What follows belongs to an exercise in optimizing a design on an open flow for small area and a short achievable clock period; a production flow would make more cautious choices.
Function was not checked in any run shown here: the RTL went through the layout flow alone.
Power figures rest on the tool's default switching activity, not on a simulated workload.

==> flow/design.v (outline; a module is shown in full before it is edited, if it fits) <==
// module MAF_DP: 2374 lines
// module MAF_FA: 4 lines
// module MAF_HA: 4 lines
// module maf_top: 17 lines
module maf_top (
    input         clk,
    input  [1:0]  func,
    input  [31:0] A,
    input  [31:0] B,
    input  [31:0] C,
    output [63:0] result
);
  // ...
==> flow/flow/run.sh <==
#!/bin/bash
# The standard layout, with the port buffers made of buf_2 cells instead of
# the default choice (a delay buffer). Every port still gets its buffer.
set -euo pipefail
bash standard.sh BUFFER_PORTS_ARGS="-buffer_cell sky130_fd_sc_hd__buf_2" finish > standard_flow.log 2>&1
==> flow/standard.sh <==
#!/bin/bash
# synth_recipe.tcl (not shown) runs the flow's synth.tcl, then flattens the netlist and writes it again
# the make line also repeats each setting of config.mk as NAME=value (left out here)
make -C /OpenROAD-flow-scripts/flow DESIGN_CONFIG=/design/flow/config.mk WORK_HOME=/design/flow/orfs CLKGATE_MAP_FILE= SYNTH_SCRIPT=/design/flow/synth_recipe.tcl "${@:-finish}"
==> flow/config.mk <==
export PLATFORM = sky130hd
export DESIGN_NAME = maf_top
export DESIGN_NICKNAME = maf_top
export VERILOG_FILES = /design/flow/design.v
export SDC_FILE = /design/flow/constraint.sdc
export NUM_CORES = 4
export LEC_CHECK = 0
export CAP_MARGIN = 20
export CORE_MARGIN = 2
export CORE_UTILIZATION = 40
export SLEW_MARGIN = 20
export SYNTH_HIERARCHICAL = 1
==> flow/constraint.sdc <==
create_clock -name core_clock -period 60.0 [get_ports {clk}]
set_input_delay 12.0000 -clock core_clock [delete_from_list [all_inputs] [get_ports {clk}]]
set_output_delay 12.0000 -clock core_clock [all_outputs]
set_load 0.01 [all_outputs]
==> summary.md, run 1 <==
The run finished with no timing, DRC or antenna violations. Summing the areas of all compound-gate instances in the mapped netlist gives 17.2% of the synthesized area. Counting the clock-network buffers in the layout gives 18. The number of warning messages in the yosys log is 12. In the final layout, the multi-input gates occupy 23,000 um2. Timing analysis after detailed placement gives a worst setup slack of 43.00 ns.

The slowest stage of the critical path is the sky130_fd_sc_hd__fa_1 cell. Combinational cells consume a total of 0.00118 W. Launching instance or port of the critical path: func[0].

The tools report the global-route usage over all layers as 28.2%. The peak-usage layer in the global routing report was met2. The tools report the final instance area as 28,800 um2. The tools report the number of nets with antenna violations after detailed routing as 0. Summed over all layers, the global routing overflow is 0. By area, the class that comes first in the final layout consists of multi-input gates.

The tapcell count is 864, and the global-route wire length before repair is 144,000 um. Signal routing reaches up to met5. The floorplan step set the die width to 262 um. The worst setup path is of the input port to flip-flop kind. CTS saw 122 sinks.

The highest net fanout along the worst path was 49. The portion of the layout cell area used by clock cells is 2.38%. Setup repair after global routing left no endpoint under its margin. During placement, the flow inserted port buffers numbering 162. After synthesis, the largest family of logic cells by area is adder cells. Setup violations remaining at the end of the flow were counted as 0. Final hold analysis gives a worst-case slack of 12.03 ns. Timing would allow up to 60.6 MHz.

Per report_power, the Sequential row totals 0.000164 W. The count of pins over their slew limit was 0; the via total after detailed routing was 21,530. Across the whole layout, multi-input logic makes up 79.8% of the cell area. The number of nets in the layout came out at 3,238. Kind of end point of the critical path: a flip-flop. The maximum VDD drop is 0.0000412 V.

Detailed-route wire length: 94,900 um. Data on the critical path arrives at its endpoint at 16.87 ns. The run gives 7 as the first-pass detailed-route iteration total.

TritonCTS built the clock tree. Pin placement for this block handled 163 I/O pins. The clock share of power is 8.5%. The startpoint identified for the worst hold timing path is C[0].
==> run 2, diff against run 1 <==
--- a/flow/design.v
+++ b/flow/design.v
@@ -661,86 +661,86 @@
 wire s53, c54;
 MAF_FA fs53 (.a(pp1[29]), .b(pp2[27]), .c(pp3[25]), .s(s53), .co(c54));
 wire s55, c56;
 MAF_FA fs55 (.a(pp4[23]), .b(pp5[21]), .c(pp6[19]), .s(s55), .co(c56));
 wire s57, c58;
 MAF_FA fs57 (.a(pp7[17]), .b(pp8[15]), .c(pp9[13]), .s(s57), .co(c58));
 wire s59, c60;
 MAF_FA fs59 (.a(pp10[11]), .b(pp11[9]), .c(pp12[7]), .s(s59), .co(c60));
-wire s61 = ~((A[0] & bp[31]) ^ pp0[32]);
-wire c62 = (A[0] & bp[31]) | pp0[32];
+wire s61 = ~(pp0[32] ^ pp1[30]);
+wire c62 = pp0[32] | pp1[30];
 wire s63, c64;
-MAF_FA fs63 (.a(pp1[30]), .b(pp2[28]), .c(pp3[26]), .s(s63), .co(c64));
+MAF_FA fs63 (.a(pp2[28]), .b(pp3[26]), .c(pp4[24]), .s(s63), .co(c64));
 wire s65, c66;
-MAF_FA fs65 (.a(pp4[24]), .b(pp5[22]), .c(pp6[20]), .s(s65), .co(c66));
+MAF_FA fs65 (.a(pp5[22]), .b(pp6[20]), .c(pp7[18]), .s(s65), .co(c66));
 wire s67, c68;
-MAF_FA fs67 (.a(pp7[18]), .b(pp8[16]), .c(pp9[14]), .s(s67), .co(c68));
+MAF_FA fs67 (.a(pp8[16]), .b(pp9[14]), .c(pp10[12]), .s(s67), .co(c68));
 wire s69, c70;
-MAF_FA fs69 (.a(pp10[12]), .b(pp11[10]), .c(pp12[8]), .s(s69), .co(c70));
+MAF_FA fs69 (.a(pp11[10]), .b(pp12[8]), .c(pp13[6]), .s(s69), .co(c70));
 wire s71, c72;
-MAF_FA fs71 (.a(~neg0), .b((A[1] & bp[31])), .c(pp1[31]), .s(s71), .co(c72));
+MAF_FA fs71 (.a(~neg0), .b(pp1[31]), .c(pp2[29]), .s(s71), .co(c72));
 wire s73, c74;
-MAF_FA fs73 (.a(pp2[29]), .b(pp3[27]), .c(pp4[25]), .s(s73), .co(c74));
+MAF_FA fs73 (.a(pp3[27]), .b(pp4[25]), .c(pp5[23]), .s(s73), .co(c74));
 wire s75, c76;
-MAF_FA fs75 (.a(pp5[23]), .b(pp6[21]), .c(pp7[19]), .s(s75), .co(c76));
+MAF_FA fs75 (.a(pp6[21]), .b(pp7[19]), .c(pp8[17]), .s(s75), .co(c76));
 wire s77, c78;
-MAF_FA fs77 (.a(pp8[17]), .b(pp9[15]), .c(pp10[13]), .s(s77), .co(c78));
+MAF_FA fs77 (.a(pp9[15]), .b(pp10[13]), .c(pp11[11]), .s(s77), .co(c78));
 wire s79, c80;
-MAF_HA hs79 (.a(pp11[11]), .b(pp12[9]), .s(s79), .co(c80));
-wire s81 = ~((A[2] & bp[31]) ^ pp1[32]);
-wire c82 = (A[2] & bp[31]) | pp1[32];
+MAF_HA hs79 (.a(pp12[9]), .b(pp13[7]), .s(s79), .co(c80));
+wire s81 = ~(pp1[32] ^ pp2[30]);
+wire c82 = pp1[32] | pp2[30];
 wire s83, c84;
-MAF_FA fs83 (.a(pp2[30]), .b(pp3[28]), .c(pp4[26]), .s(s83), .co(c84));
+MAF_FA fs83 (.a(pp3[28]), .b(pp4[26]), .c(pp5[24]), .s(s83), .co(c84));
 wire s85, c86;
-MAF_FA fs85 (.a(pp5[24]), .b(pp6[22]), .c(pp7[20]), .s(s85), .co(c86));
+MAF_FA fs85 (.a(pp6[22]), .b(pp7[20]), .c(pp8[18]), .s(s85), .co(c86));
 wire s87, c88;
-MAF_FA fs87 (.a(pp8[18]), .b(pp9[16]), .c(pp10[14]), .s(s87), .co(c88));
+MAF_FA fs87 (.a(pp9[16]), .b(pp10[14]), .c(pp11[12]), .s(s87), .co(c88));
 wire s89, c90;
-MAF_HA hs89 (.a(pp11[12]), .b(pp12[10]), .s(s89), .co(c90));
+MAF_HA hs89 (.a(pp12[10]), .b(pp13[8]), .s(s89), .co(c90));
 wire s91, c92;
-MAF_FA fs91 (.a(~neg1), .b((A[3] & bp[31])), .c(pp2[31]), .s(s91), .co(c92));
+MAF_FA fs91 (.a(~neg1), .b(pp2[31]), .c(pp3[29]), .s(s91), .co(c92));
 wire s93, c94;
-MAF_FA fs93 (.a(pp3[29]), .b(pp4[27]), .c(pp5[25]), .s(s93), .co(c94));
+MAF_FA fs93 (.a(pp4[27]), .b(pp5[25]), .c(pp6[23]), .s(s93), .co(c94));
 wire s95, c96;
-MAF_FA fs95 (.a(pp6[23]), .b(pp7[21]), .c(pp8[19]), .s(s95), .co(c96));
+MAF_FA fs95 (.a(pp7[21]), .b(pp8[19]), .c(pp9[17]), .s(s95), .co(c96));
 wire s97, c98;
-MAF_FA fs97 (.a(pp9[17]), .b(pp10[15]), .c(pp11[13]), .s(s97), .co(c98));
-wire s99 = ~((A[4] & bp[31]) ^ pp2[32]);
-wire c100 = (A[4] & bp[31]) | pp2[32];
+MAF_FA fs97 (.a(pp10[15]), .b(pp11[13]), .c(pp12[11]), .s(s97), .co(c98));
+wire s99 = ~(pp2[32] ^ pp3[30]);
+wire c100 = pp2[32] | pp3[30];
 wire s101, c102;
-MAF_FA fs101 (.a(pp3[30]), .b(pp4[28]), .c(pp5[26]), .s(s101), .co(c102));
+MAF_FA fs101 (.a(pp4[28]), .b(pp5[26]), .c(pp6[24]), .s(s101), .co(c102));
 wire s103, c104;
-MAF_FA fs103 (.a(pp6[24]), .b(pp7[22]), .c(pp8[20]), .s(s103), .co(c104));
+MAF_FA fs103 (.a(pp7[22]), .b(pp8[20]), .c(pp9[18]), .s(s103), .co(c104));
 wire s105, c106;
-MAF_HA hs105 (.a(pp9[18]), .b(pp10[16]), .s(s105), .co(c106));
+MAF_HA hs105 (.a(pp10[16]), .b(pp11[14]), .s(s105), .co(c106));
 wire s107, c108;
-MAF_FA fs107 (.a(~neg2), .b((A[5] & bp[31])), .c(pp3[31]), .s(s107), .co(c108));
+MAF_FA fs107 (.a(~neg2), .b(pp3[31]), .c(pp4[29]), .s(s107), .co(c108));
 wire s109, c110;
-MAF_FA fs109 (.a(pp4[29]), .b(pp5[27]), .c(pp6[25]), .s(s109), .co(c110));
+MAF_FA fs109 (.a(pp5[27]), .b(pp6[25]), .c(pp7[23]), .s(s109), .co(c110));
 wire s111, c112;
-MAF_FA fs111 (.a(pp7[23]), .b(pp8[21]), .c(pp9[19]), .s(s111), .co(c112));
-wire s113 = ~((A[6] & bp[31]) ^ pp3[32]);
-wire c114 = (A[6] & bp[31]) | pp3[32];
+MAF_FA fs111 (.a(pp8[21]), .b(pp9[19]), .c(pp10[17]), .s(s111), .co(c112));
+wire s113 = ~(pp3[32] ^ pp4[30]);
+wire c114 = pp3[32] | pp4[30];
 wire s115, c116;
-MAF_FA fs115 (.a(pp4[30]), .b(pp5[28]), .c(pp6[26]), .s(s115), .co(c116));
+MAF_FA fs115 (.a(pp5[28]), .b(pp6[26]), .c(pp7[24]), .s(s115), .co(c116));
 wire s117, c118;
-MAF_HA hs117 (.a(pp7[24]), .b(pp8[22]), .s(s117), .co(c118));
+MAF_HA hs117 (.a(pp8[22]), .b(pp9[20]), .s(s117), .co(c118));
 wire s119, c120;
-MAF_FA fs119 (.a(~neg3), .b((A[7] & bp[31])), .c(pp4[31]), .s(s119), .co(c120));
+MAF_FA fs119 (.a(~neg3), .b(pp4[31]), .c(pp5[29]), .s(s119), .co(c120));
 wire s121, c122;
-MAF_FA fs121 (.a(pp5[29]), .b(pp6[27]), .c(pp7[25]), .s(s121), .co(c122));
-wire s123 = ~((A[8] & bp[31]) ^ pp4[32]);
-wire c124 = (A[8] & bp[31]) | pp4[32];
+MAF_FA fs121 (.a(pp6[27]), .b(pp7[25]), .c(pp8[23]), .s(s121), .co(c122));
+wire s123 = ~(pp4[32] ^ pp5[30]);
+wire c124 = pp4[32] | pp5[30];
 wire s125, c126;
-MAF_HA hs125 (.a(pp5[30]), .b(pp6[28]), .s(s125), .co(c126));
+MAF_HA hs125 (.a(pp6[28]), .b(pp7[26]), .s(s125), .co(c126));
 wire s127, c128;
-MAF_FA fs127 (.a(~neg4), .b((A[9] & bp[31])), .c(pp5[31]), .s(s127), .co(c128));
-wire s129, c130;
-MAF_HA hs129 (.a(1), .b((A[10] & bp[31])), .s(s129), .co(c130));
+MAF_FA fs127 (.a(~neg4), .b(pp5[31]), .c(pp6[29]), .s(s127), .co(c128));
+wire s129 = ~pp5[32];
+wire c130 = pp5[32];
 wire s131, c132;
 MAF_HA hs131 (.a(cx[14]), .b(neg7), .s(s131), .co(c132));
 wire s133, c134;
 MAF_HA hs133 (.a(cx[15]), .b(pp0[15]), .s(s133), .co(c134));
 wire s135, c136;
 MAF_FA fs135 (.a(cx[16]), .b(neg8), .c(pp0[16]), .s(s135), .co(c136));
 wire s137, c138;
 MAF_HA hs137 (.a(pp1[14]), .b(pp2[12]), .s(s137), .co(c138));
@@ -852,143 +852,143 @@
 MAF_FA fs243 (.a(pp13[5]), .b(pp14[3]), .c(pp15[1]), .s(s243), .co(c244));
 wire s245, c246;
 MAF_FA fs245 (.a(c50), .b(s51), .c(c42), .s(s245), .co(c246));
 wire s247, c248;
 MAF_FA fs247 (.a(c44), .b(c46), .c(c48), .s(s247), .co(c248));
 wire s249, c250;
 MAF_FA fs249 (.a(s53), .b(s55), .c(s57), .s(s249), .co(c250));
 wire s251, c252;
-MAF_FA fs251 (.a(pp13[6]), .b(pp14[4]), .c(pp15[2]), .s(s251), .co(c252));
+MAF_FA fs251 (.a(pp14[4]), .b(pp15[2]), .c((A[0] & bp[31])), .s(s251), .co(c252));
 wire s253, c254;
 MAF_FA fs253 (.a(c52), .b(s61), .c(c54), .s(s253), .co(c254));
 wire s255, c256;
 MAF_FA fs255 (.a(c56), .b(c58), .c(c60), .s(s255), .co(c256));
 wire s257, c258;
 MAF_FA fs257 (.a(s63), .b(s65), .c(s67), .s(s257), .co(c258));
 wire s259, c260;
-MAF_FA fs259 (.a(pp13[7]), .b(pp14[5]), .c(pp15[3]), .s(s259), .co(c260));
+MAF_FA fs259 (.a(pp14[5]), .b(pp15[3]), .c((A[1] & bp[31])), .s(s259), .co(c260));
 wire s261, c262;
-MAF_FA fs261 (.a(c62), .b(s79), .c(s71), .s(s261), .co(c262));
+MAF_FA fs261 (.a(c62), .b(s79), .c(c64), .s(s261), .co(c262));
 wire s263, c264;
-MAF_FA fs263 (.a(c64), .b(c66), .c(c68), .s(s263), .co(c264));
+MAF_FA fs263 (.a(c66), .b(c68), .c(c70), .s(s263), .co(c264));
 wire s265, c266;
-MAF_FA fs265 (.a(c70), .b(s73), .c(s75), .s(s265), .co(c266));
+MAF_FA fs265 (.a(s71), .b(s73), .c(s75), .s(s265), .co(c266));
 wire s267, c268;
-MAF_FA fs267 (.a(pp13[8]), .b(pp14[6]), .c(pp15[4]), .s(s267), .co(c268));
+MAF_FA fs267 (.a(pp14[6]), .b(pp15[4]), .c((A[2] & bp[31])), .s(s267), .co(c268));
 wire s269, c270;
 MAF_FA fs269 (.a(c80), .b(s81), .c(s89), .s(s269), .co(c270));
 wire s271, c272;
 MAF_FA fs271 (.a(c72), .b(c74), .c(c76), .s(s271), .co(c272));
 wire s273, c274;
 MAF_FA fs273 (.a(c78), .b(s83), .c(s85), .s(s273), .co(c274));
 wire s275, c276;
-MAF_FA fs275 (.a(pp12[11]), .b(pp13[9]), .c(pp14[7]), .s(s275), .co(c276));
+MAF_FA fs275 (.a(pp13[9]), .b(pp14[7]), .c(pp15[5]), .s(s275), .co(c276));
 wire s277, c278;
-MAF_FA fs277 (.a(pp15[5]), .b(c90), .c(c82), .s(s277), .co(c278));
+MAF_FA fs277 (.a((A[3] & bp[31])), .b(c90), .c(c82), .s(s277), .co(c278));
 wire s279, c280;
-MAF_FA fs279 (.a(s91), .b(c84), .c(c86), .s(s279), .co(c280));
+MAF_FA fs279 (.a(c84), .b(c86), .c(c88), .s(s279), .co(c280));
 wire s281, c282;
-MAF_FA fs281 (.a(c88), .b(s93), .c(s95), .s(s281), .co(c282));
+MAF_FA fs281 (.a(s91), .b(s93), .c(s95), .s(s281), .co(c282));
 wire s283, c284;
-MAF_FA fs283 (.a(pp11[14]), .b(pp12[12]), .c(pp13[10]), .s(s283), .co(c284));
+MAF_FA fs283 (.a(pp12[12]), .b(pp13[10]), .c(pp14[8]), .s(s283), .co(c284));
 wire s285, c286;
-MAF_FA fs285 (.a(pp14[8]), .b(pp15[6]), .c(s99), .s(s285), .co(c286));
+MAF_FA fs285 (.a(pp15[6]), .b((A[4] & bp[31])), .c(s99), .s(s285), .co(c286));
 wire s287, c288;
 MAF_FA fs287 (.a(s105), .b(c92), .c(c94), .s(s287), .co(c288));
 wire s289, c290;
 MAF_FA fs289 (.a(c96), .b(c98), .c(s101), .s(s289), .co(c290));
 wire s291, c292;
-MAF_FA fs291 (.a(pp10[17]), .b(pp11[15]), .c(pp12[13]), .s(s291), .co(c292));
+MAF_FA fs291 (.a(pp11[15]), .b(pp12[13]), .c(pp13[11]), .s(s291), .co(c292));
 wire s293, c294;
-MAF_FA fs293 (.a(pp13[11]), .b(pp14[9]), .c(pp15[7]), .s(s293), .co(c294));
+MAF_FA fs293 (.a(pp14[9]), .b(pp15[7]), .c((A[5] & bp[31])), .s(s293), .co(c294));
 wire s295, c296;
-MAF_FA fs295 (.a(c106), .b(c100), .c(s107), .s(s295), .co(c296));
+MAF_FA fs295 (.a(c106), .b(c100), .c(c102), .s(s295), .co(c296));
 wire s297, c298;
-MAF_FA fs297 (.a(c102), .b(c104), .c(s109), .s(s297), .co(c298));
+MAF_FA fs297 (.a(c104), .b(s107), .c(s109), .s(s297), .co(c298));
 wire s299, c300;
-MAF_FA fs299 (.a(pp9[20]), .b(pp10[18]), .c(pp11[16]), .s(s299), .co(c300));
+MAF_FA fs299 (.a(pp10[18]), .b(pp11[16]), .c(pp12[14]), .s(s299), .co(c300));
 wire s301, c302;
-MAF_FA fs301 (.a(pp12[14]), .b(pp13[12]), .c(pp14[10]), .s(s301), .co(c302));
+MAF_FA fs301 (.a(pp13[12]), .b(pp14[10]), .c(pp15[8]), .s(s301), .co(c302));
 wire s303, c304;
-MAF_FA fs303 (.a(pp15[8]), .b(s113), .c(s117), .s(s303), .co(c304));
+MAF_FA fs303 (.a((A[6] & bp[31])), .b(s113), .c(s117), .s(s303), .co(c304));
 wire s305, c306;
 MAF_FA fs305 (.a(c108), .b(c110), .c(c112), .s(s305), .co(c306));
 wire s307, c308;
-MAF_FA fs307 (.a(pp8[23]), .b(pp9[21]), .c(pp10[19]), .s(s307), .co(c308));
+MAF_FA fs307 (.a(pp9[21]), .b(pp10[19]), .c(pp11[17]), .s(s307), .co(c308));
 wire s309, c310;
-MAF_FA fs309 (.a(pp11[17]), .b(pp12[15]), .c(pp13[13]), .s(s309), .co(c310));
+MAF_FA fs309 (.a(pp12[15]), .b(pp13[13]), .c(pp14[11]), .s(s309), .co(c310));
 wire s311, c312;
-MAF_FA fs311 (.a(pp14[11]), .b(pp15[9]), .c(c118), .s(s311), .co(c312));
+MAF_FA fs311 (.a(pp15[9]), .b((A[7] & bp[31])), .c(c118), .s(s311), .co(c312));
 wire s313, c314;
-MAF_FA fs313 (.a(c114), .b(s119), .c(c116), .s(s313), .co(c314));
+MAF_FA fs313 (.a(c114), .b(c116), .c(s119), .s(s313), .co(c314));
 wire s315, c316;
-MAF_FA fs315 (.a(pp7[26]), .b(pp8[24]), .c(pp9[22]), .s(s315), .co(c316));
+MAF_FA fs315 (.a(pp8[24]), .b(pp9[22]), .c(pp10[20]), .s(s315), .co(c316));
 wire s317, c318;
-MAF_FA fs317 (.a(pp10[20]), .b(pp11[18]), .c(pp12[16]), .s(s317), .co(c318));
+MAF_FA fs317 (.a(pp11[18]), .b(pp12[16]), .c(pp13[14]), .s(s317), .co(c318));
 wire s319, c320;
-MAF_FA fs319 (.a(pp13[14]), .b(pp14[12]), .c(pp15[10]), .s(s319), .co(c320));
+MAF_FA fs319 (.a(pp14[12]), .b(pp15[10]), .c((A[8] & bp[31])), .s(s319), .co(c320));
 wire s321, c322;
 MAF_FA fs321 (.a(s123), .b(s125), .c(c120), .s(s321), .co(c322));
 wire s323, c324;
-MAF_FA fs323 (.a(pp6[29]), .b(pp7[27]), .c(pp8[25]), .s(s323), .co(c324));
+MAF_FA fs323 (.a(pp7[27]), .b(pp8[25]), .c(pp9[23]), .s(s323), .co(c324));
 wire s325, c326;
-MAF_FA fs325 (.a(pp9[23]), .b(pp10[21]), .c(pp11[19]), .s(s325), .co(c326));
+MAF_FA fs325 (.a(pp10[21]), .b(pp11[19]), .c(pp12[17]), .s(s325), .co(c326));
 wire s327, c328;
-MAF_FA fs327 (.a(pp12[17]), .b(pp13[15]), .c(pp14[13]), .s(s327), .co(c328));
+MAF_FA fs327 (.a(pp13[15]), .b(pp14[13]), .c(pp15[11]), .s(s327), .co(c328));
 wire s329, c330;
-MAF_FA fs329 (.a(pp15[11]), .b(c126), .c(c124), .s(s329), .co(c330));
+MAF_FA fs329 (.a((A[9] & bp[31])), .b(c126), .c(c124), .s(s329), .co(c330));
 wire s331, c332;
-MAF_FA fs331 (.a(s129), .b(pp5[32]), .c(pp6[30]), .s(s331), .co(c332));
+MAF_FA fs331 (.a(pp6[30]), .b(pp7[28]), .c(pp8[26]), .s(s331), .co(c332));
 wire s333, c334;
-MAF_FA fs333 (.a(pp7[28]), .b(pp8[26]), .c(pp9[24]), .s(s333), .co(c334));
+MAF_FA fs333 (.a(pp9[24]), .b(pp10[22]), .c(pp11[20]), .s(s333), .co(c334));
 wire s335, c336;
-MAF_FA fs335 (.a(pp10[22]), .b(pp11[20]), .c(pp12[18]), .s(s335), .co(c336));
+MAF_FA fs335 (.a(pp12[18]), .b(pp13[16]), .c(pp14[14]), .s(s335), .co(c336));
 wire s337, c338;
-MAF_FA fs337 (.a(pp13[16]), .b(pp14[14]), .c(pp15[12]), .s(s337), .co(c338));
+MAF_FA fs337 (.a(pp15[12]), .b((A[10] & bp[31])), .c(s129), .s(s337), .co(c338));
 wire s339, c340;
-MAF_FA fs339 (.a(~neg5), .b((A[11] & bp[31])), .c(c130), .s(s339), .co(c340));
+MAF_FA fs339 (.a(~neg5), .b(c130), .c(pp6[31]), .s(s339), .co(c340));
 wire s341, c342;
-MAF_FA fs341 (.a(pp6[31]), .b(pp7[29]), .c(pp8[27]), .s(s341), .co(c342));
+MAF_FA fs341 (.a(pp7[29]), .b(pp8[27]), .c(pp9[25]), .s(s341), .co(c342));
 wire s343, c344;
-MAF_FA fs343 (.a(pp9[25]), .b(pp10[23]), .c(pp11[21]), .s(s343), .co(c344));
+MAF_FA fs343 (.a(pp10[23]), .b(pp11[21]), .c(pp12[19]), .s(s343), .co(c344));
 wire s345, c346;
-MAF_FA fs345 (.a(pp12[19]), .b(pp13[17]), .c(pp14[15]), .s(s345), .co(c346));
-wire s347 = ~((A[12] & bp[31]) ^ pp6[32]);
-wire c348 = (A[12] & bp[31]) | pp6[32];
+MAF_FA fs345 (.a(pp13[17]), .b(pp14[15]), .c(pp15[13]), .s(s345), .co(c346));
+wire s347 = ~(pp6[32] ^ pp7[30]);
+wire c348 = pp6[32] | pp7[30];
 wire s349, c350;
-MAF_FA fs349 (.a(pp7[30]), .b(pp8[28]), .c(pp9[26]), .s(s349), .co(c350));
+MAF_FA fs349 (.a(pp8[28]), .b(pp9[26]), .c(pp10[24]), .s(s349), .co(c350));
 wire s351, c352;
-MAF_FA fs351 (.a(pp10[24]), .b(pp11[22]), .c(pp12[20]), .s(s351), .co(c352));
+MAF_FA fs351 (.a(pp11[22]), .b(pp12[20]), .c(pp13[18]), .s(s351), .co(c352));
 wire s353, c354;
-MAF_HA hs353 (.a(pp13[18]), .b(pp14[16]), .s(s353), .co(c354));
+MAF_HA hs353 (.a(pp14[16]), .b(pp15[14]), .s(s353), .co(c354));
 wire s355, c356;
-MAF_FA fs355 (.a(~neg6), .b((A[13] & bp[31])), .c(pp7[31]), .s(s355), .co(c356));
+MAF_FA fs355 (.a(~neg6), .b(pp7[31]), .c(pp8[29]), .s(s355), .co(c356));
 wire s357, c358;
-MAF_FA fs357 (.a(pp8[29]), .b(pp9[27]), .c(pp10[25]), .s(s357), .co(c358));
+MAF_FA fs357 (.a(pp9[27]), .b(pp10[25]), .c(pp11[23]), .s(s357), .co(c358));
 wire s359, c360;
-MAF_FA fs359 (.a(pp11[23]), .b(pp12[21]), .c(pp13[19]), .s(s359), .co(c360));
-wire s361 = ~((A[14] & bp[31]) ^ pp7[32]);
-wire c362 = (A[14] & bp[31]) | pp7[32];
+MAF_FA fs359 (.a(pp12[21]), .b(pp13[19]), .c(pp14[17]), .s(s359), .co(c360));
+wire s361 = ~(pp7[32] ^ pp8[30]);
+wire c362 = pp7[32] | pp8[30];
 wire s363, c364;
-MAF_FA fs363 (.a(pp8[30]), .b(pp9[28]), .c(pp10[26]), .s(s363), .co(c364));
+MAF_FA fs363 (.a(pp9[28]), .b(pp10[26]), .c(pp11[24]), .s(s363), .co(c364));
 wire s365, c366;
-MAF_HA hs365 (.a(pp11[24]), .b(pp12[22]), .s(s365), .co(c366));
+MAF_HA hs365 (.a(pp12[22]), .b(pp13[20]), .s(s365), .co(c366));
 wire s367, c368;
-MAF_FA fs367 (.a(~neg7), .b((A[15] & bp[31])), .c(pp8[31]), .s(s367), .co(c368));
+MAF_FA fs367 (.a(~neg7), .b(pp8[31]), .c(pp9[29]), .s(s367), .co(c368));
 wire s369, c370;
-MAF_FA fs369 (.a(pp9[29]), .b(pp10[27]), .c(pp11[25]), .s(s369), .co(c370));
-wire s371 = ~((A[16] & bp[31]) ^ pp8[32]);
-wire c372 = (A[16] & bp[31]) | pp8[32];
+MAF_FA fs369 (.a(pp10[27]), .b(pp11[25]), .c(pp12[23]), .s(s369), .co(c370));
+wire s371 = ~(pp8[32] ^ pp9[30]);
+wire c372 = pp8[32] | pp9[30];
 wire s373, c374;
-MAF_HA hs373 (.a(pp9[30]), .b(pp10[28]), .s(s373), .co(c374));
+MAF_HA hs373 (.a(pp10[28]), .b(pp11[26]), .s(s373), .co(c374));
 wire s375, c376;
-MAF_FA fs375 (.a(~neg8), .b((A[17] & bp[31])), .c(pp9[31]), .s(s375), .co(c376));
-wire s377, c378;
-MAF_HA hs377 (.a(1), .b((A[18] & bp[31])), .s(s377), .co(c378));
+MAF_FA fs375 (.a(~neg8), .b(pp9[31]), .c(pp10[29]), .s(s375), .co(c376));
+wire s377 = ~pp9[32];
+wire c378 = pp9[32];
 wire s379, c380;
 MAF_HA hs379 (.a(cx[8]), .b(neg4), .s(s379), .co(c380));
 wire s381, c382;
 MAF_HA hs381 (.a(cx[9]), .b(pp0[9]), .s(s381), .co(c382));
 wire s383, c384;
 MAF_FA fs383 (.a(cx[10]), .b(neg5), .c(pp0[10]), .s(s383), .co(c384));
 wire s385, c386;
 MAF_HA hs385 (.a(pp1[8]), .b(pp2[6]), .s(s385), .co(c386));
@@ -1126,139 +1126,139 @@
 MAF_FA fs517 (.a(c252), .b(s77), .c(s259), .s(s517), .co(c518));
 wire s519, c520;
 MAF_FA fs519 (.a(c254), .b(s261), .c(c256), .s(s519), .co(c520));
 wire s521, c522;
 MAF_FA fs521 (.a(s263), .b(c258), .c(s265), .s(s521), .co(c522));
 wire s523, c524;
 MAF_FA fs523 (.a(c260), .b(s87), .c(s267), .s(s523), .co(c524));
 wire s525, c526;
-MAF_FA fs525 (.a(c262), .b(s269), .c(c264), .s(s525), .co(c526));
+MAF_FA fs525 (.a(s269), .b(c262), .c(c264), .s(s525), .co(c526));
 wire s527, c528;
 MAF_FA fs527 (.a(s271), .b(c266), .c(s273), .s(s527), .co(c528));
 wire s529, c530;
 MAF_FA fs529 (.a(c268), .b(s97), .c(s275), .s(s529), .co(c530));
 wire s531, c532;
 MAF_FA fs531 (.a(c270), .b(s277), .c(c272), .s(s531), .co(c532));
 wire s533, c534;
 MAF_FA fs533 (.a(s279), .b(c274), .c(s281), .s(s533), .co(c534));
 wire s535, c536;
 MAF_FA fs535 (.a(c276), .b(s103), .c(s283), .s(s535), .co(c536));
 wire s537, c538;
-MAF_FA fs537 (.a(c278), .b(s285), .c(s287), .s(s537), .co(c538));
+MAF_FA fs537 (.a(c278), .b(s285), .c(c280), .s(s537), .co(c538));
 wire s539, c540;
-MAF_FA fs539 (.a(c280), .b(s289), .c(c282), .s(s539), .co(c540));
+MAF_FA fs539 (.a(s287), .b(s289), .c(c282), .s(s539), .co(c540));
 wire s541, c542;
 MAF_FA fs541 (.a(c284), .b(s111), .c(s291), .s(s541), .co(c542));
 wire s543, c544;
-MAF_FA fs543 (.a(s293), .b(c286), .c(c288), .s(s543), .co(c544));
+MAF_FA fs543 (.a(s293), .b(c286), .c(s295), .s(s543), .co(c544));
 wire s545, c546;
-MAF_FA fs545 (.a(s295), .b(c290), .c(s297), .s(s545), .co(c546));
+MAF_FA fs545 (.a(c288), .b(c290), .c(s297), .s(s545), .co(c546));
 wire s547, c548;
 MAF_FA fs547 (.a(c292), .b(c294), .c(s115), .s(s547), .co(c548));
 wire s549, c550;
-MAF_FA fs549 (.a(s299), .b(s301), .c(c296), .s(s549), .co(c550));
+MAF_FA fs549 (.a(s299), .b(s301), .c(s303), .s(s549), .co(c550));
 wire s551, c552;
-MAF_FA fs551 (.a(s303), .b(c298), .c(s305), .s(s551), .co(c552));
+MAF_FA fs551 (.a(c296), .b(s305), .c(c298), .s(s551), .co(c552));
 wire s553, c554;
 MAF_FA fs553 (.a(c300), .b(c302), .c(s121), .s(s553), .co(c554));
 wire s555, c556;
 MAF_FA fs555 (.a(s307), .b(s309), .c(s311), .s(s555), .co(c556));
 wire s557, c558;
 MAF_FA fs557 (.a(c304), .b(c306), .c(s313), .s(s557), .co(c558));
 wire s559, c560;
 MAF_FA fs559 (.a(c308), .b(c310), .c(c122), .s(s559), .co(c560));
 wire s561, c562;
 MAF_FA fs561 (.a(s315), .b(s317), .c(s319), .s(s561), .co(c562));
 wire s563, c564;
 MAF_FA fs563 (.a(c312), .b(s321), .c(c314), .s(s563), .co(c564));
 wire s565, c566;
-MAF_FA fs565 (.a(s127), .b(c316), .c(c318), .s(s565), .co(c566));
+MAF_FA fs565 (.a(c316), .b(c318), .c(c320), .s(s565), .co(c566));
 wire s567, c568;
-MAF_FA fs567 (.a(c320), .b(s323), .c(s325), .s(s567), .co(c568));
+MAF_FA fs567 (.a(s127), .b(s323), .c(s325), .s(s567), .co(c568));
 wire s569, c570;
 MAF_FA fs569 (.a(s327), .b(s329), .c(c322), .s(s569), .co(c570));
 wire s571, c572;
-MAF_FA fs571 (.a(c128), .b(c324), .c(c326), .s(s571), .co(c572));
+MAF_FA fs571 (.a(c324), .b(c326), .c(c328), .s(s571), .co(c572));
 wire s573, c574;
-MAF_FA fs573 (.a(c328), .b(s331), .c(s333), .s(s573), .co(c574));
+MAF_FA fs573 (.a(c128), .b(s331), .c(s333), .s(s573), .co(c574));
 wire s575, c576;
 MAF_FA fs575 (.a(s335), .b(s337), .c(c330), .s(s575), .co(c576));
 wire s577, c578;
-MAF_FA fs577 (.a(s339), .b(pp15[13]), .c(c332), .s(s577), .co(c578));
+MAF_FA fs577 (.a((A[11] & bp[31])), .b(c332), .c(c334), .s(s577), .co(c578));
 wire s579, c580;
-MAF_FA fs579 (.a(c334), .b(c336), .c(c338), .s(s579), .co(c580));
+MAF_FA fs579 (.a(c336), .b(c338), .c(s339), .s(s579), .co(c580));
 wire s581, c582;
 MAF_FA fs581 (.a(s341), .b(s343), .c(s345), .s(s581), .co(c582));
 wire s583, c584;
-MAF_FA fs583 (.a(c340), .b(pp15[14]), .c(s347), .s(s583), .co(c584));
+MAF_FA fs583 (.a((A[12] & bp[31])), .b(s347), .c(s353), .s(s583), .co(c584));
 wire s585, c586;
-MAF_FA fs585 (.a(s353), .b(c342), .c(c344), .s(s585), .co(c586));
+MAF_FA fs585 (.a(c340), .b(c342), .c(c344), .s(s585), .co(c586));
 wire s587, c588;
 MAF_FA fs587 (.a(c346), .b(s349), .c(s351), .s(s587), .co(c588));
 wire s589, c590;
-MAF_FA fs589 (.a(pp14[17]), .b(pp15[15]), .c(c354), .s(s589), .co(c590));
+MAF_FA fs589 (.a(pp15[15]), .b((A[13] & bp[31])), .c(c354), .s(s589), .co(c590));
 wire s591, c592;
-MAF_FA fs591 (.a(c348), .b(s355), .c(c350), .s(s591), .co(c592));
+MAF_FA fs591 (.a(c348), .b(c350), .c(c352), .s(s591), .co(c592));
 wire s593, c594;
-MAF_FA fs593 (.a(c352), .b(s357), .c(s359), .s(s593), .co(c594));
+MAF_FA fs593 (.a(s355), .b(s357), .c(s359), .s(s593), .co(c594));
 wire s595, c596;
-MAF_FA fs595 (.a(pp13[20]), .b(pp14[18]), .c(pp15[16]), .s(s595), .co(c596));
+MAF_FA fs595 (.a(pp14[18]), .b(pp15[16]), .c((A[14] & bp[31])), .s(s595), .co(c596));
 wire s597, c598;
 MAF_FA fs597 (.a(s361), .b(s365), .c(c356), .s(s597), .co(c598));
 wire s599, c600;
 MAF_FA fs599 (.a(c358), .b(c360), .c(s363), .s(s599), .co(c600));
 wire s601, c602;
-MAF_FA fs601 (.a(pp12[23]), .b(pp13[21]), .c(pp14[19]), .s(s601), .co(c602));
+MAF_FA fs601 (.a(pp13[21]), .b(pp14[19]), .c(pp15[17]), .s(s601), .co(c602));
 wire s603, c604;
-MAF_FA fs603 (.a(pp15[17]), .b(c366), .c(c362), .s(s603), .co(c604));
+MAF_FA fs603 (.a((A[15] & bp[31])), .b(c366), .c(c362), .s(s603), .co(c604));
 wire s605, c606;
-MAF_FA fs605 (.a(s367), .b(c364), .c(s369), .s(s605), .co(c606));
+MAF_FA fs605 (.a(c364), .b(s367), .c(s369), .s(s605), .co(c606));
 wire s607, c608;
-MAF_FA fs607 (.a(pp11[26]), .b(pp12[24]), .c(pp13[22]), .s(s607), .co(c608));
+MAF_FA fs607 (.a(pp12[24]), .b(pp13[22]), .c(pp14[20]), .s(s607), .co(c608));
 wire s609, c610;
-MAF_FA fs609 (.a(pp14[20]), .b(pp15[18]), .c(s371), .s(s609), .co(c610));
+MAF_FA fs609 (.a(pp15[18]), .b((A[16] & bp[31])), .c(s371), .s(s609), .co(c610));
 wire s611, c612;
 MAF_FA fs611 (.a(s373), .b(c368), .c(c370), .s(s611), .co(c612));
 wire s613, c614;
-MAF_FA fs613 (.a(pp10[29]), .b(pp11[27]), .c(pp12[25]), .s(s613), .co(c614));
+MAF_FA fs613 (.a(pp11[27]), .b(pp12[25]), .c(pp13[23]), .s(s613), .co(c614));
 wire s615, c616;
-MAF_FA fs615 (.a(pp13[23]), .b(pp14[21]), .c(pp15[19]), .s(s615), .co(c616));
+MAF_FA fs615 (.a(pp14[21]), .b(pp15[19]), .c((A[17] & bp[31])), .s(s615), .co(c616));
 wire s617, c618;
 MAF_FA fs617 (.a(c374), .b(c372), .c(s375), .s(s617), .co(c618));
 wire s619, c620;
-MAF_FA fs619 (.a(s377), .b(pp9[32]), .c(pp10[30]), .s(s619), .co(c620));
+MAF_FA fs619 (.a(pp10[30]), .b(pp11[28]), .c(pp12[26]), .s(s619), .co(c620));
 wire s621, c622;
-MAF_FA fs621 (.a(pp11[28]), .b(pp12[26]), .c(pp13[24]), .s(s621), .co(c622));
+MAF_FA fs621 (.a(pp13[24]), .b(pp14[22]), .c(pp15[20]), .s(s621), .co(c622));
 wire s623, c624;
-MAF_FA fs623 (.a(pp14[22]), .b(pp15[20]), .c(c376), .s(s623), .co(c624));
+MAF_FA fs623 (.a((A[18] & bp[31])), .b(s377), .c(c376), .s(s623), .co(c624));
 wire s625, c626;
-MAF_FA fs625 (.a(~neg9), .b((A[19] & bp[31])), .c(c378), .s(s625), .co(c626));
+MAF_FA fs625 (.a(~neg9), .b(c378), .c(pp10[31]), .s(s625), .co(c626));
 wire s627, c628;
-MAF_FA fs627 (.a(pp10[31]), .b(pp11[29]), .c(pp12[27]), .s(s627), .co(c628));
+MAF_FA fs627 (.a(pp11[29]), .b(pp12[27]), .c(pp13[25]), .s(s627), .co(c628));
 wire s629, c630;
-MAF_FA fs629 (.a(pp13[25]), .b(pp14[23]), .c(pp15[21]), .s(s629), .co(c630));
-wire s631 = ~((A[20] & bp[31]) ^ pp10[32]);
-wire c632 = (A[20] & bp[31]) | pp10[32];
+MAF_FA fs629 (.a(pp14[23]), .b(pp15[21]), .c((A[19] & bp[31])), .s(s629), .co(c630));
+wire s631 = ~(pp10[32] ^ pp11[30]);
+wire c632 = pp10[32] | pp11[30];
 wire s633, c634;
-MAF_FA fs633 (.a(pp11[30]), .b(pp12[28]), .c(pp13[26]), .s(s633), .co(c634));
+MAF_FA fs633 (.a(pp12[28]), .b(pp13[26]), .c(pp14[24]), .s(s633), .co(c634));
 wire s635, c636;
-MAF_HA hs635 (.a(pp14[24]), .b(pp15[22]), .s(s635), .co(c636));
+MAF_HA hs635 (.a(pp15[22]), .b((A[20] & bp[31])), .s(s635), .co(c636));
 wire s637, c638;
-MAF_FA fs637 (.a(~neg10), .b((A[21] & bp[31])), .c(pp11[31]), .s(s637), .co(c638));
+MAF_FA fs637 (.a(~neg10), .b(pp11[31]), .c(pp12[29]), .s(s637), .co(c638));
 wire s639, c640;
-MAF_FA fs639 (.a(pp12[29]), .b(pp13[27]), .c(pp14[25]), .s(s639), .co(c640));
-wire s641 = ~((A[22] & bp[31]) ^ pp11[32]);
-wire c642 = (A[22] & bp[31]) | pp11[32];
+MAF_FA fs639 (.a(pp13[27]), .b(pp14[25]), .c(pp15[23]), .s(s639), .co(c640));
+wire s641 = ~(pp11[32] ^ pp12[30]);
+wire c642 = pp11[32] | pp12[30];
 wire s643, c644;
-MAF_HA hs643 (.a(pp12[30]), .b(pp13[28]), .s(s643), .co(c644));
+MAF_HA hs643 (.a(pp13[28]), .b(pp14[26]), .s(s643), .co(c644));
 wire s645, c646;
-MAF_FA fs645 (.a(~neg11), .b((A[23] & bp[31])), .c(pp12[31]), .s(s645), .co(c646));
-wire s647, c648;
-MAF_HA hs647 (.a(1), .b((A[24] & bp[31])), .s(s647), .co(c648));
+MAF_FA fs645 (.a(~neg11), .b(pp12[31]), .c(pp13[29]), .s(s645), .co(c646));
+wire s647 = ~pp12[32];
+wire c648 = pp12[32];
 wire s649, c650;
 MAF_HA hs649 (.a(cx[4]), .b(neg2), .s(s649), .co(c650));
 wire s651, c652;
 MAF_HA hs651 (.a(cx[5]), .b(pp0[5]), .s(s651), .co(c652));
 wire s653, c654;
 MAF_FA fs653 (.a(cx[6]), .b(neg3), .c(pp0[6]), .s(s653), .co(c654));
 wire s655, c656;
 MAF_HA hs655 (.a(pp1[4]), .b(pp2[2]), .s(s655), .co(c656));
@@ -1378,23 +1378,23 @@
 MAF_FA fs769 (.a(c524), .b(s529), .c(c526), .s(s769), .co(c770));
 wire s771, c772;
 MAF_FA fs771 (.a(s531), .b(c528), .c(s533), .s(s771), .co(c772));
 wire s773, c774;
 MAF_FA fs773 (.a(c530), .b(s535), .c(c532), .s(s773), .co(c774));
 wire s775, c776;
 MAF_FA fs775 (.a(s537), .b(c534), .c(s539), .s(s775), .co(c776));
 wire s777, c778;
-MAF_FA fs777 (.a(c536), .b(s541), .c(s543), .s(s777), .co(c778));
+MAF_FA fs777 (.a(c536), .b(s541), .c(c538), .s(s777), .co(c778));
 wire s779, c780;
-MAF_FA fs779 (.a(c538), .b(c540), .c(s545), .s(s779), .co(c780));
+MAF_FA fs779 (.a(s543), .b(c540), .c(s545), .s(s779), .co(c780));
 wire s781, c782;
-MAF_FA fs781 (.a(s547), .b(c542), .c(c544), .s(s781), .co(c782));
+MAF_FA fs781 (.a(s547), .b(c542), .c(s549), .s(s781), .co(c782));
 wire s783, c784;
-MAF_FA fs783 (.a(s549), .b(c546), .c(s551), .s(s783), .co(c784));
+MAF_FA fs783 (.a(c544), .b(c546), .c(s551), .s(s783), .co(c784));
 wire s785, c786;
 MAF_FA fs785 (.a(c548), .b(s553), .c(s555), .s(s785), .co(c786));
 wire s787, c788;
 MAF_FA fs787 (.a(c550), .b(c552), .c(s557), .s(s787), .co(c788));
 wire s789, c790;
 MAF_FA fs789 (.a(c554), .b(s559), .c(c556), .s(s789), .co(c790));
 wire s791, c792;
 MAF_FA fs791 (.a(s561), .b(c558), .c(s563), .s(s791), .co(c792));
@@ -1402,25 +1402,25 @@
 MAF_FA fs793 (.a(c560), .b(s565), .c(c562), .s(s793), .co(c794));
 wire s795, c796;
 MAF_FA fs795 (.a(s567), .b(s569), .c(c564), .s(s795), .co(c796));
 wire s797, c798;
 MAF_FA fs797 (.a(c566), .b(s571), .c(c568), .s(s797), .co(c798));
 wire s799, c800;
 MAF_FA fs799 (.a(s573), .b(s575), .c(c570), .s(s799), .co(c800));
 wire s801, c802;
-MAF_FA fs801 (.a(s577), .b(c572), .c(s579), .s(s801), .co(c802));
+MAF_FA fs801 (.a(c572), .b(s577), .c(c574), .s(s801), .co(c802));
 wire s803, c804;
-MAF_FA fs803 (.a(c574), .b(s581), .c(c576), .s(s803), .co(c804));
+MAF_FA fs803 (.a(s579), .b(s581), .c(c576), .s(s803), .co(c804));
 wire s805, c806;
 MAF_FA fs805 (.a(s583), .b(c578), .c(c580), .s(s805), .co(c806));
 wire s807, c808;
 MAF_FA fs807 (.a(s585), .b(c582), .c(s587), .s(s807), .co(c808));
 wire s809, c810;
-MAF_FA fs809 (.a(c584), .b(s589), .c(c586), .s(s809), .co(c810));
+MAF_FA fs809 (.a(s589), .b(c584), .c(c586), .s(s809), .co(c810));
 wire s811, c812;
 MAF_FA fs811 (.a(s591), .b(c588), .c(s593), .s(s811), .co(c812));
 wire s813, c814;
 MAF_FA fs813 (.a(s595), .b(c590), .c(s597), .s(s813), .co(c814));
 wire s815, c816;
 MAF_FA fs815 (.a(c592), .b(s599), .c(c594), .s(s815), .co(c816));
 wire s817, c818;
 MAF_FA fs817 (.a(c596), .b(s601), .c(s603), .s(s817), .co(c818));
@@ -1432,53 +1432,53 @@
 MAF_FA fs823 (.a(s609), .b(s611), .c(c606), .s(s823), .co(c824));
 wire s825, c826;
 MAF_FA fs825 (.a(c608), .b(s613), .c(s615), .s(s825), .co(c826));
 wire s827, c828;
 MAF_FA fs827 (.a(c610), .b(c612), .c(s617), .s(s827), .co(c828));
 wire s829, c830;
 MAF_FA fs829 (.a(c614), .b(c616), .c(s619), .s(s829), .co(c830));
 wire s831, c832;
-MAF_FA fs831 (.a(s621), .b(c618), .c(s623), .s(s831), .co(c832));
+MAF_FA fs831 (.a(s621), .b(s623), .c(c618), .s(s831), .co(c832));
 wire s833, c834;
-MAF_FA fs833 (.a(s625), .b(c620), .c(c622), .s(s833), .co(c834));
+MAF_FA fs833 (.a(c620), .b(c622), .c(s625), .s(s833), .co(c834));
 wire s835, c836;
 MAF_FA fs835 (.a(s627), .b(s629), .c(c624), .s(s835), .co(c836));
 wire s837, c838;
-MAF_FA fs837 (.a(c626), .b(s631), .c(s635), .s(s837), .co(c838));
+MAF_FA fs837 (.a(s631), .b(s635), .c(c626), .s(s837), .co(c838));
 wire s839, c840;
 MAF_FA fs839 (.a(c628), .b(c630), .c(s633), .s(s839), .co(c840));
 wire s841, c842;
-MAF_FA fs841 (.a(pp15[23]), .b(c636), .c(c632), .s(s841), .co(c842));
+MAF_FA fs841 (.a((A[21] & bp[31])), .b(c636), .c(c632), .s(s841), .co(c842));
 wire s843, c844;
-MAF_FA fs843 (.a(s637), .b(c634), .c(s639), .s(s843), .co(c844));
+MAF_FA fs843 (.a(c634), .b(s637), .c(s639), .s(s843), .co(c844));
 wire s845, c846;
-MAF_FA fs845 (.a(pp14[26]), .b(pp15[24]), .c(s641), .s(s845), .co(c846));
+MAF_FA fs845 (.a(pp15[24]), .b((A[22] & bp[31])), .c(s641), .s(s845), .co(c846));
 wire s847, c848;
 MAF_FA fs847 (.a(s643), .b(c638), .c(c640), .s(s847), .co(c848));
 wire s849, c850;
-MAF_FA fs849 (.a(pp13[29]), .b(pp14[27]), .c(pp15[25]), .s(s849), .co(c850));
+MAF_FA fs849 (.a(pp14[27]), .b(pp15[25]), .c((A[23] & bp[31])), .s(s849), .co(c850));
 wire s851, c852;
 MAF_FA fs851 (.a(c644), .b(c642), .c(s645), .s(s851), .co(c852));
 wire s853, c854;
-MAF_FA fs853 (.a(s647), .b(pp12[32]), .c(pp13[30]), .s(s853), .co(c854));
+MAF_FA fs853 (.a(pp13[30]), .b(pp14[28]), .c(pp15[26]), .s(s853), .co(c854));
 wire s855, c856;
-MAF_FA fs855 (.a(pp14[28]), .b(pp15[26]), .c(c646), .s(s855), .co(c856));
+MAF_FA fs855 (.a((A[24] & bp[31])), .b(s647), .c(c646), .s(s855), .co(c856));
 wire s857, c858;
-MAF_FA fs857 (.a(~neg12), .b((A[25] & bp[31])), .c(c648), .s(s857), .co(c858));
+MAF_FA fs857 (.a(~neg12), .b(c648), .c(pp13[31]), .s(s857), .co(c858));
 wire s859, c860;
-MAF_FA fs859 (.a(pp13[31]), .b(pp14[29]), .c(pp15[27]), .s(s859), .co(c860));
-wire s861 = ~((A[26] & bp[31]) ^ pp13[32]);
-wire c862 = (A[26] & bp[31]) | pp13[32];
+MAF_FA fs859 (.a(pp14[29]), .b(pp15[27]), .c((A[25] & bp[31])), .s(s859), .co(c860));
+wire s861 = ~(pp13[32] ^ pp14[30]);
+wire c862 = pp13[32] | pp14[30];
 wire s863, c864;
-MAF_HA hs863 (.a(pp14[30]), .b(pp15[28]), .s(s863), .co(c864));
+MAF_HA hs863 (.a(pp15[28]), .b((A[26] & bp[31])), .s(s863), .co(c864));
 wire s865, c866;
-MAF_FA fs865 (.a(~neg13), .b((A[27] & bp[31])), .c(pp14[31]), .s(s865), .co(c866));
-wire s867, c868;
-MAF_HA hs867 (.a(1), .b((A[28] & bp[31])), .s(s867), .co(c868));
+MAF_FA fs865 (.a(~neg13), .b(pp14[31]), .c(pp15[29]), .s(s865), .co(c866));
+wire s867 = ~pp14[32];
+wire c868 = pp14[32];
 wire s869, c870;
 MAF_HA hs869 (.a(cx[2]), .b(neg1), .s(s869), .co(c870));
 wire s871, c872;
 MAF_HA hs871 (.a(cx[3]), .b(pp0[3]), .s(s871), .co(c872));
 wire s873, c874;
 MAF_FA fs873 (.a(s649), .b(pp0[4]), .c(pp1[2]), .s(s873), .co(c874));
 wire s875, c876;
 MAF_FA fs875 (.a(c650), .b(pp1[3]), .c(pp2[1]), .s(s875), .co(c876));
@@ -1542,65 +1542,65 @@
 MAF_FA fs933 (.a(c762), .b(s765), .c(c764), .s(s933), .co(c934));
 wire s935, c936;
 MAF_FA fs935 (.a(c766), .b(s769), .c(c768), .s(s935), .co(c936));
 wire s937, c938;
 MAF_FA fs937 (.a(c770), .b(s773), .c(c772), .s(s937), .co(c938));
 wire s939, c940;
 MAF_FA fs939 (.a(c774), .b(s777), .c(c776), .s(s939), .co(c940));
 wire s941, c942;
-MAF_FA fs941 (.a(c778), .b(s781), .c(c780), .s(s941), .co(c942));
+MAF_FA fs941 (.a(s781), .b(c778), .c(c780), .s(s941), .co(c942));
 wire s943, c944;
 MAF_FA fs943 (.a(s785), .b(c782), .c(c784), .s(s943), .co(c944));
 wire s945, c946;
 MAF_FA fs945 (.a(c786), .b(s789), .c(c788), .s(s945), .co(c946));
 wire s947, c948;
 MAF_FA fs947 (.a(c790), .b(s793), .c(s795), .s(s947), .co(c948));
 wire s949, c950;
 MAF_FA fs949 (.a(c794), .b(s797), .c(s799), .s(s949), .co(c950));
 wire s951, c952;
 MAF_FA fs951 (.a(c798), .b(s801), .c(s803), .s(s951), .co(c952));
 wire s953, c954;
-MAF_FA fs953 (.a(s805), .b(c802), .c(c804), .s(s953), .co(c954));
+MAF_FA fs953 (.a(c802), .b(s805), .c(c804), .s(s953), .co(c954));
 wire s955, c956;
-MAF_FA fs955 (.a(c806), .b(s809), .c(c808), .s(s955), .co(c956));
+MAF_FA fs955 (.a(s809), .b(c806), .c(c808), .s(s955), .co(c956));
 wire s957, c958;
-MAF_FA fs957 (.a(s813), .b(c810), .c(c812), .s(s957), .co(c958));
+MAF_FA fs957 (.a(c810), .b(s813), .c(c812), .s(s957), .co(c958));
 wire s959, c960;
 MAF_FA fs959 (.a(s817), .b(c814), .c(c816), .s(s959), .co(c960));
 wire s961, c962;
 MAF_FA fs961 (.a(s821), .b(c818), .c(c820), .s(s961), .co(c962));
 wire s963, c964;
 MAF_FA fs963 (.a(s825), .b(c822), .c(c824), .s(s963), .co(c964));
 wire s965, c966;
 MAF_FA fs965 (.a(s829), .b(c826), .c(c828), .s(s965), .co(c966));
 wire s967, c968;
 MAF_FA fs967 (.a(c830), .b(s833), .c(s835), .s(s967), .co(c968));
 wire s969, c970;
 MAF_FA fs969 (.a(s837), .b(c834), .c(s839), .s(s969), .co(c970));
 wire s971, c972;
-MAF_FA fs971 (.a(c838), .b(s841), .c(c840), .s(s971), .co(c972));
+MAF_FA fs971 (.a(s841), .b(c838), .c(c840), .s(s971), .co(c972));
 wire s973, c974;
 MAF_FA fs973 (.a(c842), .b(s845), .c(s847), .s(s973), .co(c974));
 wire s975, c976;
 MAF_FA fs975 (.a(s849), .b(c846), .c(c848), .s(s975), .co(c976));
 wire s977, c978;
-MAF_FA fs977 (.a(c850), .b(s853), .c(c852), .s(s977), .co(c978));
+MAF_FA fs977 (.a(c850), .b(s853), .c(s855), .s(s977), .co(c978));
 wire s979, c980;
-MAF_FA fs979 (.a(s857), .b(c854), .c(s859), .s(s979), .co(c980));
+MAF_FA fs979 (.a(c854), .b(s857), .c(s859), .s(s979), .co(c980));
 wire s981, c982;
-MAF_FA fs981 (.a(c858), .b(s861), .c(s863), .s(s981), .co(c982));
+MAF_FA fs981 (.a(s861), .b(s863), .c(c858), .s(s981), .co(c982));
 wire s983, c984;
-MAF_FA fs983 (.a(pp15[29]), .b(c864), .c(c862), .s(s983), .co(c984));
+MAF_FA fs983 (.a((A[27] & bp[31])), .b(c864), .c(c862), .s(s983), .co(c984));
 wire s985, c986;
-MAF_FA fs985 (.a(s867), .b(pp14[32]), .c(pp15[30]), .s(s985), .co(c986));
+MAF_FA fs985 (.a(pp15[30]), .b((A[28] & bp[31])), .c(s867), .s(s985), .co(c986));
 wire s987, c988;
-MAF_FA fs987 (.a(~neg14), .b((A[29] & bp[31])), .c(c868), .s(s987), .co(c988));
-wire s989, c990;
-MAF_HA hs989 (.a(1), .b((A[30] & bp[31])), .s(s989), .co(c990));
+MAF_FA fs987 (.a(~neg14), .b(c868), .c(pp15[31]), .s(s987), .co(c988));
+wire s989 = ~pp15[32];
+wire c990 = pp15[32];
 wire s991, c992;
 MAF_HA hs991 (.a(cx[0]), .b(neg0), .s(s991), .co(c992));
 wire s993, c994;
 MAF_HA hs993 (.a(cx[1]), .b(pp0[1]), .s(s993), .co(c994));
 wire s995, c996;
 MAF_FA fs995 (.a(s869), .b(pp0[2]), .c(pp1[0]), .s(s995), .co(c996));
 wire s997, c998;
 MAF_FA fs997 (.a(c870), .b(pp1[1]), .c(s871), .s(s997), .co(c998));
@@ -1670,65 +1670,65 @@
 MAF_FA fs1061 (.a(s771), .b(c934), .c(s935), .s(s1061), .co(c1062));
 wire s1063, c1064;
 MAF_FA fs1063 (.a(s775), .b(c936), .c(s937), .s(s1063), .co(c1064));
 wire s1065, c1066;
 MAF_FA fs1065 (.a(s779), .b(c938), .c(s939), .s(s1065), .co(c1066));
 wire s1067, c1068;
 MAF_FA fs1067 (.a(s783), .b(c940), .c(s941), .s(s1067), .co(c1068));
 wire s1069, c1070;
-MAF_FA fs1069 (.a(s787), .b(s943), .c(c942), .s(s1069), .co(c1070));
+MAF_FA fs1069 (.a(s787), .b(c942), .c(s943), .s(s1069), .co(c1070));
 wire s1071, c1072;
 MAF_FA fs1071 (.a(s791), .b(c944), .c(s945), .s(s1071), .co(c1072));
 wire s1073, c1074;
-MAF_FA fs1073 (.a(c792), .b(c946), .c(s947), .s(s1073), .co(c1074));
+MAF_FA fs1073 (.a(c792), .b(s947), .c(c946), .s(s1073), .co(c1074));
 wire s1075, c1076;
 MAF_FA fs1075 (.a(c796), .b(s949), .c(c948), .s(s1075), .co(c1076));
 wire s1077, c1078;
 MAF_FA fs1077 (.a(c800), .b(s951), .c(c950), .s(s1077), .co(c1078));
 wire s1079, c1080;
-MAF_FA fs1079 (.a(s807), .b(s953), .c(c952), .s(s1079), .co(c1080));
+MAF_FA fs1079 (.a(s807), .b(c952), .c(s953), .s(s1079), .co(c1080));
 wire s1081, c1082;
-MAF_FA fs1081 (.a(s811), .b(s955), .c(c954), .s(s1081), .co(c1082));
+MAF_FA fs1081 (.a(s811), .b(c954), .c(s955), .s(s1081), .co(c1082));
 wire s1083, c1084;
 MAF_FA fs1083 (.a(s815), .b(c956), .c(s957), .s(s1083), .co(c1084));
 wire s1085, c1086;
 MAF_FA fs1085 (.a(s819), .b(c958), .c(s959), .s(s1085), .co(c1086));
 wire s1087, c1088;
-MAF_FA fs1087 (.a(s823), .b(s961), .c(c960), .s(s1087), .co(c1088));
+MAF_FA fs1087 (.a(s823), .b(c960), .c(s961), .s(s1087), .co(c1088));
 wire s1089, c1090;
 MAF_FA fs1089 (.a(s827), .b(c962), .c(s963), .s(s1089), .co(c1090));
 wire s1091, c1092;
 MAF_FA fs1091 (.a(s831), .b(s965), .c(c964), .s(s1091), .co(c1092));
 wire s1093, c1094;
 MAF_FA fs1093 (.a(c832), .b(s967), .c(c966), .s(s1093), .co(c1094));
 wire s1095, c1096;
 MAF_FA fs1095 (.a(c836), .b(s969), .c(c968), .s(s1095), .co(c1096));
 wire s1097, c1098;
 MAF_FA fs1097 (.a(s843), .b(s971), .c(c970), .s(s1097), .co(c1098));
 wire s1099, c1100;
 MAF_FA fs1099 (.a(c844), .b(c972), .c(s973), .s(s1099), .co(c1100));
 wire s1101, c1102;
 MAF_FA fs1101 (.a(s851), .b(s975), .c(c974), .s(s1101), .co(c1102));
 wire s1103, c1104;
-MAF_FA fs1103 (.a(s855), .b(c976), .c(s977), .s(s1103), .co(c1104));
+MAF_FA fs1103 (.a(c852), .b(c976), .c(s977), .s(s1103), .co(c1104));
 wire s1105, c1106;
 MAF_FA fs1105 (.a(c856), .b(s979), .c(c978), .s(s1105), .co(c1106));
 wire s1107, c1108;
 MAF_FA fs1107 (.a(c860), .b(s981), .c(c980), .s(s1107), .co(c1108));
 wire s1109, c1110;
-MAF_FA fs1109 (.a(s865), .b(c982), .c(s983), .s(s1109), .co(c1110));
+MAF_FA fs1109 (.a(s865), .b(s983), .c(c982), .s(s1109), .co(c1110));
 wire s1111, c1112;
 MAF_FA fs1111 (.a(c866), .b(s985), .c(c984), .s(s1111), .co(c1112));
 wire s1113, c1114;
-MAF_FA fs1113 (.a(s987), .b(pp15[31]), .c(c986), .s(s1113), .co(c1114));
+MAF_FA fs1113 (.a((A[29] & bp[31])), .b(c986), .c(s987), .s(s1113), .co(c1114));
 wire s1115, c1116;
-MAF_FA fs1115 (.a(s989), .b(c988), .c(pp15[32]), .s(s1115), .co(c1116));
+MAF_FA fs1115 (.a((A[30] & bp[31])), .b(s989), .c(c988), .s(s1115), .co(c1116));
 wire s1117, c1118;
-MAF_FA fs1117 (.a(~neg15), .b((A[31] & bp[31])), .c(c990), .s(s1117), .co(c1118));
+MAF_FA fs1117 (.a(~neg15), .b(c990), .c((A[31] & bp[31])), .s(s1117), .co(c1118));
 wire s1119, c1120;
 MAF_HA hs1119 (.a(s991), .b(pp0[0]), .s(s1119), .co(c1120));
 wire s1121, c1122;
 MAF_FA fs1121 (.a(c992), .b(c1120), .c(s993), .s(s1121), .co(c1122));
 wire s1123, c1124;
 MAF_FA fs1123 (.a(c994), .b(s995), .c(c1122), .s(s1123), .co(c1124));
 wire s1125, c1126;
 MAF_FA fs1125 (.a(c996), .b(s997), .c(c1124), .s(s1125), .co(c1126));
@@ -1939,20 +1939,20 @@
     rx41 <= c1072;
     ry41 <= s1073;
     rx42 <= s1075;
     ry42 <= c1074;
     rx43 <= s1077;
     ry43 <= c1076;
     rx44 <= c1078;
     ry44 <= s1079;
-    rx45 <= c1080;
-    ry45 <= s1081;
-    rx46 <= c1082;
-    ry46 <= s1083;
+    rx45 <= s1081;
+    ry45 <= c1080;
+    rx46 <= s1083;
+    ry46 <= c1082;
     rx47 <= c1084;
     ry47 <= s1085;
     rx48 <= c1086;
     ry48 <= s1087;
     rx49 <= c1088;
     ry49 <= s1089;
     rx50 <= c1090;
     ry50 <= s1091;
==> flow/config.mk (replaced) <==
export PLATFORM = sky130hd
export DESIGN_NAME = maf_top
export DESIGN_NICKNAME = maf_top
export VERILOG_FILES = /design/flow/design.v
export SDC_FILE = /design/flow/constraint.sdc
export NUM_CORES = 4
export LEC_CHECK = 0
export CAP_MARGIN = 20
export CORE_MARGIN = 2
export CORE_UTILIZATION = 70
export PLACE_DENSITY = 0.8
export SLEW_MARGIN = 20
export SYNTH_HIERARCHICAL = 1
==> run 2 against run 1 <==
Compared with the run above: via count up 2.0%; first-iteration DRC count is 37% higher; sequential cell count unchanged; worst setup slack lost 0.23 ns; total power down 0.98%; non-clock buffer count shrank 11; worst hold slack better by 0.0050 ns; final cell count fell by 11%; sequential power increased by 3%; sequential share of layout area grew 0.19 points; core utilization rose by 31 points; count of clock-buffer cells in the layout up 2.
==> summary.md, run 2 <==
The flow ran to the end and the layout has no timing, DRC or antenna violations. Last weighted congestion value of the routability-driven placer: 0.982. The global-route usage over all layers came out at 46.5% (+18 points). For this run, global-route usage on met2 was measured as 69.2%. After routing, the total negative slack on setup checks comes to 0 ns. The kind of end point of the critical path was a flip-flop.

The kind of cell with the highest combined delay along the critical path is adder cells. Share of the clock period used by the worst path after layout: 27.9%. Arrival time at the worst endpoint: 17.08 ns (+0.21 ns). The combined buffer and inverter count along the critical path is 2, and the number of nets with antenna violations after detailed routing is 0 (unchanged). After synthesis the netlist holds a flip-flop and latch count of 122. The largest net degree at the start of global routing was 50; the global-route track usage on met3 was 17.4%. The core area came out at 37,600 um2.

The tools report the post-placement setup slack as 42.98 ns (-0.0184 ns). At the worst endpoint, the required time is 60.36 ns. The layout has 2,615 filler cells. The slew of the pin with the lowest slew margin was 1.10 ns. Cell chosen for the clock root: sky130_fd_sc_hd__clkbuf_16. In the post-route analysis, the smallest setup slack over all paths is 43.28 ns. Total I/O pin count: 163 (unchanged).

The unique cell type count in the Yosys netlist was 58. The maximum VDD drop was 0.0000418 V (+1.6%). The highest net fanout along the worst path came out at 20 (-59%). The count of input and output buffers was 162 (unchanged); the die width was 199 um (-24%).

After clock tree synthesis, the repair step resized 0 gates. The detailed-route wire length is 88,400 um (-6.9%), and the max-capacitance violation count is 0. Along the worst hold path, the cell count comes to 4. By area the synthesized netlist is led by sky130_fd_sc_hd__fa_1, sky130_fd_sc_hd__xnor2_1, sky130_fd_sc_hd__a22oi_1. Number of rows created at floorplan: 71. Setup repair after global routing left no endpoint under its margin. The tools report the number of warning messages in the yosys log as 7 (-5). The global routing stage identified its most utilized layer as met2.

The final-report hold violation count came out at 0. In this design, the stage delay of the slowest critical-path cell is 0.76 ns. In this run the worst hold path is classified as input port to flip-flop. The worst setup path is of the input port to flip-flop kind. After clock tree synthesis, the clock-pin slew on the worst setup and hold paths is 0.06 ns. The run gives 0 (unchanged) as the count of pins over their slew limit.

The routed wirelength normalized by instance count was 29.3 um. Most used flip-flop cell after synthesis: sky130_fd_sc_hd__dfxtp_1. The standard cell with the maximum stage delay on the critical path is sky130_fd_sc_hd__a21oi_2. In the routed design, unresolved DRC markers number 0. The via density per instance is 7.27. The number of nets in the layout is 3,214 (-0.74%), and the die area is 39,600 um2.

The run gives 136,000 um (-5.7%) as the global-route wire length before repair. The signal on the critical path passes through buf_2, or3b_2, a21oi_2, buf_4, a22oi_1, xnor2_1, fa_1, fa_1, fa_1, fa_1, fa_1, fa_1. TritonCTS built the clock tree.

For the achievable clock frequency, the log shows 59.8 MHz (-1.4%). The tools report the total number of clock tree sinks as 122 (unchanged). The run gives 8 (+1) as the first-pass detailed-route iteration total. The via total after detailed routing was 21,951 (+2.0%); the power density normalized to cell area was 51.5 nW/um2.

For the met1 usage in global routing, the log shows 58.6%. The cell area that synthesis handed to floorplanning was 26,600 um2. Launching element type of the critical path: an input port.

The startpoint of the tightest hold check path is C[0]. For this run, the register share of the synthesized area comes to 9.18%. The HPWL reported at the end of detailed placement was 57,100 um; the static leakage was 10.9 nW.

The tools report the relative max-transition margin as 26.7%. In the synthesized netlist, the cells that appear most often are sky130_fd_sc_hd__xnor2_1, sky130_fd_sc_hd__fa_1, sky130_fd_sc_hd__a22oi_1. For the sum of overflow across all layers after global routing, the log shows 0 (unchanged). The number of endpoints failing setup at the final stage came out at 0 (unchanged).

Count of mapped cells out of synthesis: 2,561. The clock passes through at most 2 buffers.
==> run 2: final cells by class <==
cell class / instances / area [um2] / area share (%)
diodes: 2 / 5.00 / 0.0178
clock buffers: 20 / 447 / 1.59
clock inverters: 11 / 121 / 0.431
inverters: 67 / 251 / 0.894
multi-input cells: 2065 / 23000 / 81.7
flip-flops and latches: 122 / 2440 / 8.68
well taps: 511 / 639 / 2.27
repair buffers: 220 / 1250 / 4.44
==> run 2: per-layer routing <==
metal  share of wire (%)  vias to the layer above
met5                0.10                        -
met4                 6.2                       14
met3                  16                      551
met2                  43                     2020
met1                  34                    10798
li1                    -                     8568
==> run 2: power breakdown <==
| group | switching, W | total, W | internal, W |
|---|---|---|---|
| clock network | 0.0000445 | 0.000106 | 0.0000617 |
| registers | 0.0000198 | 0.000169 | 0.000149 |
| logic | 0.000647 | 0.00117 | 0.000526 |
==> run 2: cell families (layout without fill, tap and decap cells) <==
| kind of cell | count (synthesis) | count (layout) | synth area share [%] |
|---|---|---|---|
| AOI/OAI and AO/OA | 609 | 609 | 17.2 |
| xor gates and xnor gates | 548 | 548 | 18.0 |
| adders and majority gates | 622 | 622 | 43.7 |
| buffers and inverters | 374 | 318 | 5.37 |
| DFF | 122 | 122 | 9.18 |
| muxes | 31 | 31 | 1.17 |
| other | 0 | 2 | 0 |
| and+or+nand+nor | 255 | 255 | 5.35 |
==> run 2: per-stage QoR <==
stage	cell area [um2]	hold WS (ns)	utilization, %	cells	power (W)
after floorplan	26600	12.33	-	2561	0.000980
after global placement	27600	12.40	73.4	2985	0.00129
after detailed placement	27600	12.39	73.4	2985	0.00134
after CTS	28100	12.02	74.9	3016	0.00145
after global routing	28100	12.07	74.9	3018	0.00161
final	28100	12.03	74.9	3018	0.00145
==> run 2: how the worst max path moves through the flow <==
stage / slack [ns] / startpoint / cells past startpoint / end
6_report: 43.28 / B[9] / 12 / DP.ry30
4_1_cts: 43.45 / B[9] / 12 / DP.ry30
5_1_grt: 43.14 / DP.rx21 / 12 / result[56]
3_5_place_dp: 42.98 / B[9] / 12 / DP.ry32
3_3_place_gp: 43.02 / B[9] / 12 / DP.ry31
2_1_floorplan: 43.77 / B[3] / 11 / DP.ry33
==> run 2: worst min-delay path, stage by stage <==
cell,delay [ns]
sky130_fd_sc_hd__buf_2,0.07
sky130_fd_sc_hd__nor2b_1,0.13
sky130_fd_sc_hd__ha_1,0.14
sky130_fd_sc_hd__ha_1,0.13
==> run 2: Yosys stat by module (local to each module, per instance), excerpt <==
module  flops+latches  area (um2)  copies in the design  cells inside
MAF_DP            122       15900                     1          2012
MAF_FA              0        20.0                   506             1
MAF_HA              0        12.5                    43             1

Setup slack of run 2, layout unchanged: 43.282 ns with ideal ports, 43.240 ns with driving cells assumed (clock clkbuf_16, inputs buf_2), 42.709 ns with port delays also shifted by the 0.530 ns mid clock arrival.
